Background: an optimization exercise with open tools, aiming at small area. Do not read the settings as production practice.
In this exercise RTL edits were held to simulation tests only and were not proved equivalent to the original.
In every run shown here, the design's own scripts or RTL, not TritonCTS, make the clock network.
No driver is modelled on the clock port, so clock power and skew are understated where the tree is cut down; a real chip needs a root buffer or a tree.
Power and IR drop assume default switching activity.

## flow/design.v

```verilog
module MainLogic(
    clk_50M,rst,clear,start,stop,CounterFlag,ErrorFlag,LED,LED_InRuning,ScanCnt
);
input clk_50M,rst,clear,start,stop;
output reg [1:0]CounterFlag;
output reg ErrorFlag;
output wire LED;
output reg LED_InRuning;
output wire [4:0]ScanCnt;
localparam [13:0] HP_FIRST = 14'd3125;    
reg [4:0]Lo;
reg [13:0]Hp;
reg [4:0]Q;
wire hp_last = Hp[13] & Hp[10] & Hp[7] & Hp[4] & Hp[3] & Hp[2] & Hp[1];
wire hp_wrap = Hp[13] & Hp[9] & Hp[8] & Hp[7] & Hp[6] & Hp[5] & Hp[3] & Hp[2]
             & ~Hp[4] & ~Hp[1] & ~Hp[0];
wire q_last = Q[4] & ~Q[3] & ~Q[1] & ~Q[0];
reg [18:0]RandomNum;
reg clear_temp,start_temp,stop_temp;
reg [21:0]counter;
assign LED = CounterFlag[1];
assign ScanCnt = Lo;
wire clear_e = clear & ~clear_temp;
wire start_e = start & ~start_temp;
wire stop_e  = stop & ~stop_temp;
wire drawn = |RandomNum[18:16];
wire idle  = ~CounterFlag[1] & ~CounterFlag[0];
wire stopped = CounterFlag[0];
wire hit   = (counter == {3'b000, RandomNum});
wire early = (counter < {3'b000, RandomNum});
always @(posedge clk_50M) begin
    if (rst) begin
        Lo <= 5'd0;
        Hp <= HP_FIRST;
        Q <= 5'd0;
    end else begin
        Lo <= Lo + 5'd1;
        if (&Lo) begin
            if (q_last && hp_wrap) begin
                Hp <= HP_FIRST;
                Q <= 5'd0;
            end else if (hp_last) begin
                Hp <= HP_FIRST;
                Q <= {Q[3:0], ~(Q[4] ^ Q[0])};
            end else begin
                Hp <= Hp + 14'd1;
            end
        end
    end
end
always @(posedge clk_50M) begin
    if (start_e)
        RandomNum[15:0] <= {Hp[10:0], Lo};
end
always @(posedge clk_50M) begin
    if (rst) begin
        clear_temp <= 1'b0;
        start_temp <= 1'b0;
        stop_temp <= 1'b0;
        CounterFlag <= 2'b00;
        ErrorFlag <= 1'b0;
        LED_InRuning <= 1'b0;
        counter <= 22'b0;
        RandomNum[18:16] <= 3'b0;
    end else begin
        if (clear_e) begin
            CounterFlag <= 2'b00;
            ErrorFlag <= 1'b0;
            LED_InRuning <= 1'b0;
            counter <= 22'b0;
            RandomNum[18:16] <= 3'b0;
        end
        if (start_e) begin
            LED_InRuning <= 1'b1;
            RandomNum[18:16] <= Hp[13:11];
        end
        if (stop_e) begin
            CounterFlag <= 2'b01;
            LED_InRuning <= 1'b0;
        end
        if (drawn && idle) begin
            if (hit)
                CounterFlag <= 2'b10;
            else
                counter <= counter + 22'd1;
        end else if (drawn && stopped) begin
            ErrorFlag <= early;
        end
        clear_temp <= clear;
        start_temp <= start;
        stop_temp <= stop;
    end
end
endmodule
module Counter(
    clk_50M,rst,CounterFlag,CounterOut
);
input clk_50M,rst;
input [1:0]CounterFlag;
output reg [11:0]CounterOut;
reg [5:0]counter;
wire run = CounterFlag[1];
wire idle = ~CounterFlag[1] & ~CounterFlag[0];
wire tick = counter[5] & counter[2] & counter[1] & counter[0];
wire nine0 = CounterOut[3] & CounterOut[0];
wire nine1 = CounterOut[7] & CounterOut[4];
wire nine2 = CounterOut[11] & CounterOut[8];
always @(posedge clk_50M) begin
    if (run)
        counter <= tick ? 6'd0 : {counter[4:0], ~(counter[5] ^ counter[0])};
    else
        counter <= 6'd0;
end
always @(posedge clk_50M) begin
    if (rst || idle) begin
        CounterOut <= 12'b0;
    end else if (run && tick && !(nine0 && nine1 && nine2)) begin
        if (!nine0) begin
            CounterOut[3:0] <= CounterOut[3:0] + 4'd1;
        end else begin
            CounterOut[3:0] <= 4'd0;
            if (!nine1) begin
                CounterOut[7:4] <= CounterOut[7:4] + 4'd1;
            end else begin
                CounterOut[7:4] <= 4'd0;
                CounterOut[11:8] <= CounterOut[11:8] + 4'd1;
            end
        end
    end
end
endmodule
module DynamicScanTubes(clk_50M, rst, DataIn, ErrorFlag, ScanCnt, DIG, codeout);
    input clk_50M;
    input rst;
    input ErrorFlag;      
    input [11:0] DataIn;  
    input [4:0] ScanCnt;  
    output wire [7:0] DIG;
    output wire [6:0] codeout;
    reg [1:0] SEL;
    always @(posedge clk_50M) begin
        if (rst)
            SEL <= 2'b00;
        else if (ScanCnt == 5'd15)
            SEL <= {SEL[0], ~SEL[1] & ~SEL[0]};
    end
    wire [3:0] Y = SEL[1] ? DataIn[11:8] : (SEL[0] ? DataIn[7:4] : DataIn[3:0]);
    wire A = Y[3], B = Y[2], C = Y[1], D = Y[0];
    wire sa = A | C | (B & D) | (~B & ~D);
    wire sb = ~B | (~C & ~D) | (C & D);
    wire sc = B | ~C | D;
    wire sd = A | (~B & ~D) | (C & ~D) | (B & ~C & D) | (~B & C);
    wire se = (~B & ~D) | (C & ~D);
    wire sf = A | (~C & ~D) | (B & ~C) | (B & ~D);
    wire sg = A | (B & ~C) | (~B & C) | (C & ~D);
    assign codeout = ErrorFlag ? 7'b1111001 : {sg, sf, se, sd, sc, sb, sa};
    assign DIG = {5'b00000, SEL[1], SEL[0], ~SEL[1] & ~SEL[0]};
endmodule
module FinalDesign (
    clk_50M,rst,clear,start,stop,DIG,codeout,LED,LED_InRuning
);
input clk_50M,rst,clear,start,stop;
output wire[7:0] DIG;
output wire[6:0] codeout;
output wire LED;
output wire LED_InRuning;
wire [11:0]CounterOut_wire;
wire [1:0]CounterFlag_wire;
wire ErrorFlag_wire;
wire [4:0]ScanCnt_wire;
MainLogic ML(
    .clk_50M(clk_50M),
    .rst(rst),
    .clear(clear),
    .start(start),
    .stop(stop),
    .CounterFlag(CounterFlag_wire),
    .ErrorFlag(ErrorFlag_wire),
    .LED(LED),
    .LED_InRuning(LED_InRuning),
    .ScanCnt(ScanCnt_wire)
);
Counter C(
    .clk_50M(clk_50M),
    .rst(rst),
    .CounterFlag(CounterFlag_wire),
    .CounterOut(CounterOut_wire)
);
DynamicScanTubes DST(
    .clk_50M(clk_50M),
    .rst(rst),
    .DataIn(CounterOut_wire),
    .ErrorFlag(ErrorFlag_wire),
    .ScanCnt(ScanCnt_wire),
    .DIG(DIG),
    .codeout(codeout)
);
endmodule
```

## flow/flow/run.sh

```bash
#!/bin/bash
# The standard ORFS layout (standard.sh), with these changes:
# - synthesis maps logic with an area-oriented ABC script and without ORFS's
#   half/full-adder cells (registers are mapped as in the standard synthesis)
# - port buffers are buf_1
# - after CTS, its tree is replaced by CLK_K clkbuf_16 buffers on the clock port,
#   each driving one cluster of flip-flops; they are then
#   downsized while the flip-flop clock-pin slew stays under 115 ps (estimate)
# - one tie cell drives all the constant outputs
# Each tool's output goes to the ORFS logs under orfs/logs; make's output to standard.log.
set -euo pipefail
here=$(pwd)
export MY_ABC_SCRIPT=$here/flow/area.abc
export CLK_SLEW_TARGET_PS=115
export CLK_K=3
export CLK_LEAF=sky130_fd_sc_hd__clkbuf_16
bash standard.sh \
  SYNTH_SCRIPT=$here/flow/synth.tcl \
  ADDER_MAP_FILE= \
  REMOVE_ABC_BUFFERS=1 \
  SKIP_REPAIR_TIE_FANOUT=1 \
  BUFFER_PORTS_ARGS="-buffer_cell sky130_fd_sc_hd__buf_1" \
  CTS_ARGS="-sink_clustering_enable -repair_clock_nets -dont_use_dummy_load -buf_list sky130_fd_sc_hd__clkbuf_8" \
  POST_CTS_TCL=$here/flow/post_cts.tcl \
  finish > standard.log 2>&1
```

## flow/flow/area.abc

```
strash; dc2; dc2; strash; &get -n; &dch -f; &nf -R 1000; &put; strash; dc2; strash; &get -n; &dch -f; &nf -R 1000; &put; strash; dc2; strash; &get -n; &dch -f; &nf -R 1000; &put;
```

## flow/flow/post_cts.tcl

```tcl
# Replace CTS's clock tree by one level of CLK_K buffers (CLK_LEAF cells), each
# driving the flip-flops of one k-means cluster of their positions and driven by
# the clock port. CLK_K must stay within the clock port's fanout limit (4).
proc kmeans {pts k iters} {
  # pts: list of {x y item}; returns list of k groups (lists of pts)
  set n [llength $pts]
  set sorted [lsort -integer -index 0 $pts]
  set cents {}
  for {set i 0} {$i < $k} {incr i} {
    set p [lindex $sorted [expr {int(($i + 0.5) * $n / $k)}]]
    lappend cents [list [lindex $p 0] [lindex $p 1]]
  }
  for {set it 0} {$it < $iters} {incr it} {
    set groups {}
    for {set i 0} {$i < $k} {incr i} { lappend groups {} }
    foreach p $pts {
      set best 0; set bd 1e30
      for {set i 0} {$i < $k} {incr i} {
        set c [lindex $cents $i]
        set d [expr {abs([lindex $p 0] - [lindex $c 0]) + abs([lindex $p 1] - [lindex $c 1])}]
        if {$d < $bd} { set bd $d; set best $i }
      }
      lset groups $best [concat [lindex $groups $best] [list $p]]
    }
    set cents {}
    foreach g $groups {
      set sx 0; set sy 0
      foreach p $g { set sx [expr {$sx + [lindex $p 0]}]; set sy [expr {$sy + [lindex $p 1]}] }
      set m [expr {max(1, [llength $g])}]
      lappend cents [list [expr {$sx / $m}] [expr {$sy / $m}]]
    }
  }
  return [list $groups $cents]
}
set block [ord::get_db_block]
set dbu [$block getDbUnitsPerMicron]
# remove the existing clock buffers
set old {}
foreach inst [$block getInsts] {
  if {[string match "clkbuf_*" [$inst getName]]} { lappend old [get_cells [$inst getName]] }
}
if {[llength $old]} { remove_buffers $old }
set clknet [$block findNet clk_50M]
set pts {}
foreach it [$clknet getITerms] {
  if {![$it isInputSignal]} { continue }
  set inst [$it getInst]
  set bb [$inst getBBox]
  lappend pts [list [expr {([$bb xMin] + [$bb xMax]) / 2}] [expr {([$bb yMin] + [$bb yMax]) / 2}] "[$inst getName]/[[$it getMTerm] getName]"]
}
puts "clock sinks [llength $pts]"
set K $::env(CLK_K)
lassign [kmeans $pts $K 20] groups cents
set i 0
set rx 0; set ry 0
foreach g $groups c $cents {
  set pins {}
  foreach p $g { lappend pins [get_pins [lindex $p 2]] }
  insert_buffer -buffer_cell $::env(CLK_LEAF) -net clk_50M -load_pins $pins -location [list [expr {[lindex $c 0] / double($dbu)}] [expr {[lindex $c 1] / double($dbu)}]] -buffer_name clkleaf_$i -net_name clk_leaf_$i
  puts "leaf $i: [llength $g] sinks"
  set rx [expr {$rx + [lindex $c 0]}]; set ry [expr {$ry + [lindex $c 1]}]
  incr i
}
detailed_placement

# Then downsize the clock buffers while every flip-flop clock pin keeps a slew
# (placement estimate) below CLK_SLEW_TARGET_PS.
proc clk_pin_slew_max {} {
  worst_slack -max
  set mx 0
  foreach pin [all_registers -clock_pins -edge_triggered] {
    foreach e {rise fall} {
      foreach an {min max} {
        set s [sta::time_ui_sta [get_property $pin slew_${an}_$e]]
        if {$s > $mx} { set mx $s }
      }
    }
  }
  return $mx
}
set clk_slew_target [expr {([info exists ::env(CLK_SLEW_TARGET_PS)] ? $::env(CLK_SLEW_TARGET_PS) : 100) * 1e-12}]
estimate_parasitics -placement
set before [clk_pin_slew_max]
puts "clock slew before downsizing: [expr {$before * 1e12}] ps"
if {$before > $clk_slew_target} { set clk_slew_target $before }
set bufs [get_cells -filter "ref_name=~sky130_fd_sc_hd__clkbuf_*"]
set leaves {}
set roots {}
foreach b $bufs {
  if {![string match "clkleaf*" [get_name $b]]} { continue }
  if {[string match "clkroot*" [get_name $b]]} { lappend roots $b } else { lappend leaves $b }
}
foreach b [concat $leaves $roots] {
  set orig [get_property $b ref_name]
  foreach size {1 2 4 8 16} {
    set cell sky130_fd_sc_hd__clkbuf_$size
    if {$cell eq $orig} { break }
    replace_cell $b $cell
    estimate_parasitics -placement
    if {[clk_pin_slew_max] <= $clk_slew_target} { break }
    replace_cell $b $orig
  }
  puts "clock buffer [get_name $b]: $orig -> [get_property $b ref_name]"
}
puts "clock slew after downsizing: [expr {[clk_pin_slew_max] * 1e12}] ps"
```

## flow/flow/synth.tcl

```tcl
# synth_recipe.tcl with an area-oriented ABC script in place of ORFS's speed script.
# Registers are mapped exactly as in the standard synthesis; only the
# combinational mapping differs.
proc synth {args} { yosys synth -nofsm -noshare {*}$args }
proc abc {args} {
  set i [lsearch -exact $args -script]
  if {$i >= 0} { set args [lreplace $args $i [expr {$i + 1}] -script $::env(MY_ABC_SCRIPT)] }
  yosys abc {*}$args
}
source $::env(SCRIPTS_DIR)/synth.tcl
# left out here: clear keep_hierarchy, flatten, clean up, hide names made inside functions, write 1_2_yosys.v
```

## flow/standard.sh

```bash
#!/bin/bash
# synth_recipe.tcl (not shown) runs the flow's synth.tcl, then flattens the netlist and writes it again
# the make line also repeats each setting of config.mk as NAME=value (left out here)
make -C /OpenROAD-flow-scripts/flow DESIGN_CONFIG=/design/flow/config.mk WORK_HOME=/design/flow/orfs CLKGATE_MAP_FILE= SYNTH_SCRIPT=/design/flow/synth_recipe.tcl "${@:-finish}"
```

## flow/config.mk

```make
export PLATFORM = sky130hd
export DESIGN_NAME = FinalDesign
export DESIGN_NICKNAME = FinalDesign
export VERILOG_FILES = /design/flow/design.v
export SDC_FILE = /design/flow/constraint.sdc
export NUM_CORES = 4
export LEC_CHECK = 0
export CAP_MARGIN = 20
export CORE_MARGIN = 2
export CORE_UTILIZATION = 60
export GPL_TIMING_DRIVEN = 0
export PLACE_DENSITY = 0.75
export SLEW_MARGIN = 20
```

## flow/constraint.sdc

```tcl
create_clock -name core_clock -period 25.0 [get_ports {clk_50M}]
set_input_delay 5.0000 -clock core_clock [delete_from_list [all_inputs] [get_ports {clk_50M}]]
set_output_delay 5.0000 -clock core_clock [all_outputs]
set_load 0.01 [all_outputs]
```

==> results of run 1 <==
==> per-layer routing <==
layer | part of all wire (%) | vias to the layer above | GRT usage, %
li1 | - | 1495 | -
met1 | 46 | 1369 | 37.13
met2 | 46 | 124 | 38.05
met3 | 7.0 | 13 | 2.982
met4 | 1.6 | 0 | 4.918
met5 | 0 | - | 0
==> worst max-delay path: stages, from the launching register on <==
cell and delay, ps:
dfxtp_1 590, mux2i_1 240, nor2_1 70, a21oi_1 470, nor2_1 140, nor2_1 150
nand2_1 140, a211o_1 290
==> cell type report, without the clock buffers <==
cell class / instances / share of cell area (%)
inverter: 25 / 2.413
multi-input combinational: 293 / 41.76
sequential: 92 / 51.48
tap: 75 / 2.413
==> cell usage after synthesis (3+ instances only) <==
| cell type | count |
|---|---|
| a21oi_1 | 45 |
| a22o_1 | 5 |
| a22oi_1 | 8 |
| and2_0 | 10 |
| and3_1 | 25 |
| buf_4 | 5 |
| clkinv_1 | 25 |
| dfxtp_1 | 76 |
| edfxtp_1 | 16 |
| mux2i_1 | 4 |
| nand2_1 | 25 |
| nand2b_1 | 4 |
| nand3_1 | 8 |
| nand4_1 | 7 |
| nor2_1 | 43 |
| nor2b_1 | 11 |
| nor3_1 | 25 |
| nor4_1 | 5 |
| o21a_1 | 3 |
| o21ai_0 | 28 |
| o22ai_1 | 6 |
| xnor2_1 | 5 |
==> registers in the layout, indices dropped and copies added (netlist names) <==
signal,count
ML.Lo,5
ML.LED_InRuning,1
ML.Hp,14
C.counter,6
ML.counter,22
DST.SEL,2
ML.start_temp,1
ML.stop_temp,1
ML.Q,5
ML.CounterFlag,2
ML.RandomNum,19
ML.clear_temp,1
C.CounterOut,12
ML.ErrorFlag,1
==> worst max path at each step <==
| stage | to | slack (ps) | cells past startpoint |
|---|---|---|---|
| final | codeout[3] | 17760 | 7 |
| after global routing | codeout[3] | 17580 | 7 |
| after detailed placement | codeout[3] | 18050 | 8 |
| after global placement | ML.Q[2] | 17600 | 3 |
| after floorplan | codeout[3] | 18270 | 7 |
==> stage by stage <==
step / utilization [%] / hold WS [ps]
2_1_floorplan: - / 423.3
3_3_place_gp: 64.62 / 436.5
3_5_place_dp: 64.87 / 452.4
5_1_grt: 64.91 / 486.8
6_report: 64.91 / 466.0
==> cells by family after synthesis <==
group,count (synthesis)
other,1
AND/OR/NAND/NOR,170
multiplexers,4
buffers and inverters,30
adder cells (fa/ha/maj),1
AO/OA/AOI/OAI,111
XOR/XNOR,6
flip-flops,92
==> power groups by stage <==
stage	sequential (mW)	clock (mW)	combinational, mW
after floorplan	0.157	0	0.00561
after global placement	0.157	0	0.00828
after detailed placement	0.157	0	0.00875
after global routing	0.154	0.0636	0.00802
final	0.154	0.0573	0.00707
==> results by group, run 1 <==
Placed design
  • Placed insts: 502
  • HPWL Detailed: 5.126 mm
  • Gpl congestion: 0.8206
  • Cell Area, Placed: 0.003886 mm²
  • IO Port Bufs: 16
  • Dpl ws: 18,050 ps

Hold path
  • Hold path depth: 2
  • Worst hold endpoint: ML.Q[3]
  • HP Class: reg -> reg
  • Hold_sp: ML.Q[3]

Pwr
  • Comb pwr share: 3.2%
  • Psw: 41.20 µW
  • Sw Ratio: 18.87%
  • Total power: 218.3 µW
  • PwrDens: 56.15 mW/mm²
  • Cell Int Power: 177.1 µW
  • Clk network pwr share: 26.2%
  • Worst VDD drop: 0.08236 mV
  • Lkg Pwr: 1.397 nW
  • Sequential Power Share: 70.5%

Setup path
  • Crit-path max FO: 8
  • Startpoint class of the critical path: register
  • Setup CP Type: reg -> out
  • Critical R2R Launch: ML.RandomNum[18]
  • Critical path origin: DST.SEL[0]
  • Critical path arrival: 2240 ps
  • Worst r2r path cells: 19
  • CP Capture Type: output pin
  • FF-to-FF setup slack: 19,740 ps
  • R2R Path End: ML.counter[21]
  • Critical path required time: 20,000 ps

Yosys
  • Syn Area/Cell: 9.048 µm²
  • Synth cell types: 43
  • Post-Syn Area: 0.003755 mm²
  • Synth Area in Compound Gates: 17.53%
  • Ys async rst share: 0%
  • Synthesized instance count: 415
  • Yosys reg bits: 92
  • Simple-Gate Fraction of Synth Area: 22.83%
  • Synth Flop Type: dfxtp_1
  • Ys Warns: 3
  • Largest family of logic cells by synthesized area: simple AND/OR/NAND/NOR gates
  • Sequential-to-total area share from yosys stat: 53.32%
  • Number of synthesized flops with an enable pin: 16
  • Post-Synth XOR/XNOR Area: 1.400%
  • Top cells by area, synth: dfxtp_1 41%, edfxtp_1 13%, a21oi_1 6.0%
  • Adder-cell area share of the yosys netlist: 0.2666%
  • Top-area cell type share of the netlist area: 40.52%
  • Leading area contributor after synthesis: dfxtp_1
  • Mux contribution to synthesized area: 1.066%

Clock tree
  • Clock sinks: 92
  • Worst-Skew Late Latency: 170 ps
  • Clock transition at the registers of the reported paths: 100 ps

STA
  • Worst Setup Slack, final: 17,760 ps
  • Worst Tran Pin Value: 893.0 ps
  • Setup TNS: 0 ps
  • Fin crit share: 28.97%
  • Final Setup Violations: 0
  • RSZ-0062 raised after global routing: no
  • Final Max Tran Viols: 0
  • Worst slew margin: 38.93%
  • Max frequency: 0.1381 GHz
  • Clk_skew: 9.697 ps
  • Count of final hold-check violations: 0
  • Fin crit period: 7242 ps

Final layout
  • Fillers: 505
  • Most common cell after layout, fill and taps aside: dfxtp_1
  • Sequential standard cell area: 0.002002 mm²
  • Most frequent cells in the layout: 76 x dfxtp_1, 45 x a21oi_1, 43 x nor2_1
  • Final #Nets: 420
  • Area taken by multi-input logic gates: 0.001624 mm²
  • Diode count: 0
  • Final instance area: 0.003889 mm²
  • Layout cells sized above 1: 0.9685%
  • Non-Filler Instances: 488
  • Layout Area Growth over Synthesis: 3.565%

Job
  • Max Cap Viol: 0

Global route
  • Total GRT Usage: 24.52%
  • Largest net degree at the start of global routing: 42
  • Global-route wire length before repair: 12.21 mm
  • Antenna violations before repair: 0
  • Global route total overflow: 0
  • Vias in the first global route: 2,631

Die
  • Core ar.: 0.005991 mm²
  • DIE HEIGHT: 83.11 µm
  • Site row count: 28
  • Die Area: 0.006907 mm²
  • Starting Density: 62.68%
  • IO Count: 22
  • Die extent in x: 83.11 µm

Detailed routing
  • DR vias/cell: 6.150
  • Final ANT Viol Nets: 0
  • DRT iter0 DRCs: 397
  • Vias after detailed routing: 3,001
  • DRC Markers: 0
  • Drt pass-1 iters: 8
  • Wirelength per Cell: 14.67 µm
  • WL final: 7.157 mm

Status
  • Status: complete, no violations
==> inputs of run 2 (changes only) <==
--- a/flow/flow/run.sh
+++ b/flow/flow/run.sh
@@ -1,6 +1,7 @@
 #!/bin/bash
 # The standard ORFS layout (standard.sh), with these changes:
-# - synthesis maps logic with an area-oriented ABC script and without ORFS's
+# - synthesis maps logic with an area-oriented ABC script (deepsyn, 30 s, then
+#   rounds of dch + nf) and without ORFS's
 #   half/full-adder cells (registers are mapped as in the standard synthesis)
 # - port buffers are buf_1
 # - after CTS, its tree is replaced by CLK_K clkbuf_16 buffers on the clock port,
==> flow/flow/area.abc (replaced) <==
strash; dc2; dc2; &get -n; &deepsyn -T 30 -S 1; &put; strash; &get -n; &dch -f; &nf -R 1000; &put; strash; dc2; strash; &get -n; &dch -f; &nf -R 1000; &put;
--- a/flow/config.mk
+++ b/flow/config.mk
@@ -5,9 +5,9 @@
 export SDC_FILE = /design/flow/constraint.sdc
 export NUM_CORES = 4
 export LEC_CHECK = 0
-export CAP_MARGIN = 20
+export CAP_MARGIN = 0
 export CORE_MARGIN = 2
 export CORE_UTILIZATION = 60
 export GPL_TIMING_DRIVEN = 0
 export PLACE_DENSITY = 0.75
-export SLEW_MARGIN = 20
+export SLEW_MARGIN = 0
==> run 2 against run 1 <==
  * First-iteration DRC count down 34%
  * Core utilization down 0.88 points
  * Cell area down 3.1%
  * Global-route usage down 1.3 points
  * Via count down 6.5%
  * Synthesized cell count down 6.7%
  * Critical endpoint is now codeout[0]
  * Still clean on timing, DRC and antenna
  * Clock power about the same
  * Clock skew up 4.9 ps
  * Combinational power up 33%
  * Sequential power about the same
==> results by group, run 2 <==
Status
  • Status: complete, no violations

Hold path
  • HP Class: reg -> reg

Global route
  • Global-route wire length before repair: 10.37 mm (-15%)
  • Largest net degree at the start of global routing: 34 (-19%)
  • Met1 GRT Util: 34.75% (-2.4 points)
  • Global route total overflow: 0 (unchanged)
  • GR peak layer: met2
  • Total GRT Usage: 23.19% (-1.3 points)
  • Antenna violations before repair: 0 (unchanged)
  • Grt met3 use: 3.077% (+0.095 points)
  • Vias in the first global route: 2,336 (-11%)
  • GR Layer Usage met2: 35.61% (-2.4 points)

Yosys
  • Top-count cell post-synth: dfxtp_1
  • Synth Flop Type: dfxtp_1
  • Top-area cell type share of the netlist area: 41.90% (+1.4 points)
  • Synth Area in Compound Gates: 18.06% (+0.53 points)
  • Mux contribution to synthesized area: 0% (-1.1 points)
  • Post-Synth XOR/XNOR Area: 1.447% (+0.048 points)
  • Synthesized instance count: 387 (-6.7%)
  • Leading area contributor after synthesis: dfxtp_1
  • Top cells by area, synth: dfxtp_1 42%, edfxtp_1 13%, nor2_1 4.7%
  • Synth cell types: 39 (-9.3%)
  • Post-Syn Area: 0.003631 mm² (-3.3%)
  • Simple-Gate Fraction of Synth Area: 21.33% (-1.5 points)
  • Yosys reg bits: 92 (unchanged)
  • Ys async rst share: 0% (unchanged)
  • Syn Area/Cell: 9.382 µm² (+3.7%)
  • Ys Warns: 3 (unchanged)
  • Number of synthesized flops with an enable pin: 16 (unchanged)
  • Largest family of logic cells by synthesized area: simple AND/OR/NAND/NOR gates
  • Adder-cell area share of the yosys netlist: 0% (-0.27 points)
  • Synth top cells by count: 76 x dfxtp_1, 45 x nor2_1, 33 x a21oi_1
  • Sequential-to-total area share from yosys stat: 55.13% (+1.8 points)

Die
  • Die extent in x: 81.79 µm (-1.6%)
  • IO Count: 22 (unchanged)
  • Die Area: 0.006690 mm² (-3.2%)
  • Site row count: 28 (unchanged)
  • DIE HEIGHT: 81.79 µm (-1.6%)
  • Core ar.: 0.005886 mm² (-1.8%)
  • Starting Density: 61.69% (-0.99 points)

Detailed routing
  • DRC Markers: 0 (unchanged)
  • Drt pass-1 iters: 10 (+2)
  • Wirelength per Cell: 14.20 µm (-3.2%)
  • Final ANT Viol Nets: 0 (unchanged)
  • DR vias/cell: 6.098 (-0.84%)
  • WL final: 6.530 mm (-8.8%)
  • Vias after detailed routing: 2,805 (-6.5%)
  • DRT iter0 DRCs: 261 (-34%)

STA
  • Final Max Tran Viols: 0 (unchanged)
  • Fin crit share: 31.27% (+2.3 points)
  • Count of final hold-check violations: 0 (unchanged)
  • Fin crit period: 7819 ps (+576.8 ps)
  • Worst Tran Pin Value: 978.3 ps (+85.33 ps)
  • Worst slew margin: 34.78% (-4.1 points)
  • Max frequency: 0.1279 GHz (-7.4%)
  • Final hold slack: 459.1 ps (-6.856 ps)
  • Final Setup Violations: 0 (unchanged)
  • Clk_skew: 14.59 ps (+4.894 ps)
  • Setup TNS: 0 ps (unchanged)
  • RSZ-0062 raised after global routing: no

Setup path
  • Worst path max stage delay: 530 ps (-60 ps)
  • Startpoint class of the critical path: register
  • Crit-path max FO: 8 (unchanged)
  • Critical path required time: 20,000 ps (about the same)
  • Slowest cell on the critical path: dfxtp_1
  • CP Capture Type: output pin
  • Critical path cell sequence: or2_0 -> o22ai_1 -> a21oi_1 -> nand2_1 -> a21o_1 -> o22ai_1 -> o211a_1 -> o21ai_0 -> nand2b_1
  • Most common cell on crit path: o22ai_1
  • Critical path arrival: 2820 ps (+580 ps)
  • Setup CP Type: reg -> out

Final layout
  • Diode count: 0 (unchanged)
  • Most common cell after layout, fill and taps aside: dfxtp_1
  • Max reg flops: 22 (unchanged)
  • Reg with most FFs: ML.counter
  • Most frequent cells in the layout: 76 x dfxtp_1, 45 x nor2_1, 32 x a21oi_1
  • Layout cells sized above 1: 1.299% (+0.33 points)
  • Final #Nets: 392 (-6.7%)
  • Top Registers: ML.counter: 22 flops, ML.RandomNum: 19 flops, ML.Hp: 14 flops
  • Layout Area Growth over Synthesis: 3.790%
  • Final core occ: 64.03% (-0.88 points)

Clock tree
  • Clock transition at the registers of the reported paths: 110 ps (about the same)
  • Clock sinks: 92 (unchanged)
  • Worst-Skew Late Latency: 170 ps (about the same)

Placed design
  • Gpl congestion: 0.8714 (+6.2%)
  • HPWL Detailed: 4.680 mm (-8.7%)
  • IO Port Bufs: 16 (unchanged)

Job
  • Max Cap Viol: 0 (unchanged)

Pwr
  • Worst VDD drop: 0.05050 mV (-39%)
  • Lkg Pwr: 1.335 nW (-4.4%)
  • PwrDens: 59.10 mW/mm² (+5.3%)
[run 2: changes by cell type in the layout (fill, tap and decap cells not counted), sizes merged, moves of 5 or more]
cell	delta
a211oi	+5
a21oi	-12
a22oi	-5
and3	-9
nand2	-6
o21ai	-13
[run 2: where the power goes]
group | total [mW] | internal, mW | switching, mW
sequential | 0.156 | 0.154 | 0.00261
combinational | 0.00942 | 0.00328 | 0.00614
clock | 0.0570 | 0.0223 | 0.0347
[run 2: area by class of cell, without the clock buffers]
type	count	area, µm²
inverters	28	105.1
flip-flops and latches	92	2002
fillers	500	2117
well taps	75	93.84
multi-input cells	262	1493
[run 2: final timing paths]
path | slack (ps) | depth (start not counted) | to | startpoint
setup / recovery | 17180 | 9 | codeout[0] | DST.SEL[1]
hold / removal | 460 | 2 | ML.LED_InRuning | ML.stop_temp
setup reg to reg | 19590 | 26 | ML.counter[21] | ML.RandomNum[1]
hold reg to reg | 460 | 2 | ML.LED_InRuning | ML.stop_temp
[run 2: kinds of logic (layout without fill, tap and decap cells)]
group / Yosys count / count (layout)
AOI/OAI and AO/OA: 100 / 100
and+or+nand+nor: 155 / 155
xor gates and xnor gates: 6 / 6
DFF: 92 / 92
other: 1 / 1
buffers and inverters: 33 / 31
[run 2: routing by layer]
layer,part of all wire [%],vias to the layer above
li1,-,1386
met1,46,1308
met2,46,103
met3,6.1,8
met4,1.1,0
met5,0,-
[run 2: through the flow]
step | setup WS, ps | total power, mW | instances | cell area, µm²
6_report | 17180 | 0.2227 | 460 | 3769
5_1_grt | 16980 | 0.2303 | 460 | 3769
3_5_place_dp | 17750 | 0.1697 | 473 | 3751
3_3_place_gp | 17500 | 0.1693 | 473 | 3747
2_1_floorplan | 17830 | 0.1664 | 382 | 3593
[run 2: worst max-delay path: cells and delay by family (launching register included)]
family / cells / cell delay [ps]
AND/OR/NAND/NOR: 3 / 670
AO/OA/AOI/OAI: 6 / 1460
flip-flops: 1 / 530

separate check: timing with driven ports:
The flow's constraints put no driver on any port. The routed layouts listed below were extracted and timed again, unchanged, in two steps.
Step 1: set_driving_cell puts a clkbuf_16 on clk_50M and a buf_2 on each other input, an assumption about the parent block.
Step 2, shift: input delay + t, output delay - t, t = (earliest + latest rising clock arrival at the registers) / 2. This alone moves slack from input paths to output paths.
Slacks: no drivers / after step 1 / after step 2; pairs: no drivers / after step 1.
run	t (ns)	setup WS [ns]	hold WS [ns]	slew at the worst register clock pin (ns)	cell pins on the clock port's net
run 1	0.229	17.758 / 17.695 / 17.924	0.466 / 0.466 / 0.466	0.11 / 0.11	3
run 2	0.227	17.182 / 17.120 / 17.348	0.459 / 0.459 / 0.459	0.11 / 0.11	3
After both steps every run listed still meets setup and hold.
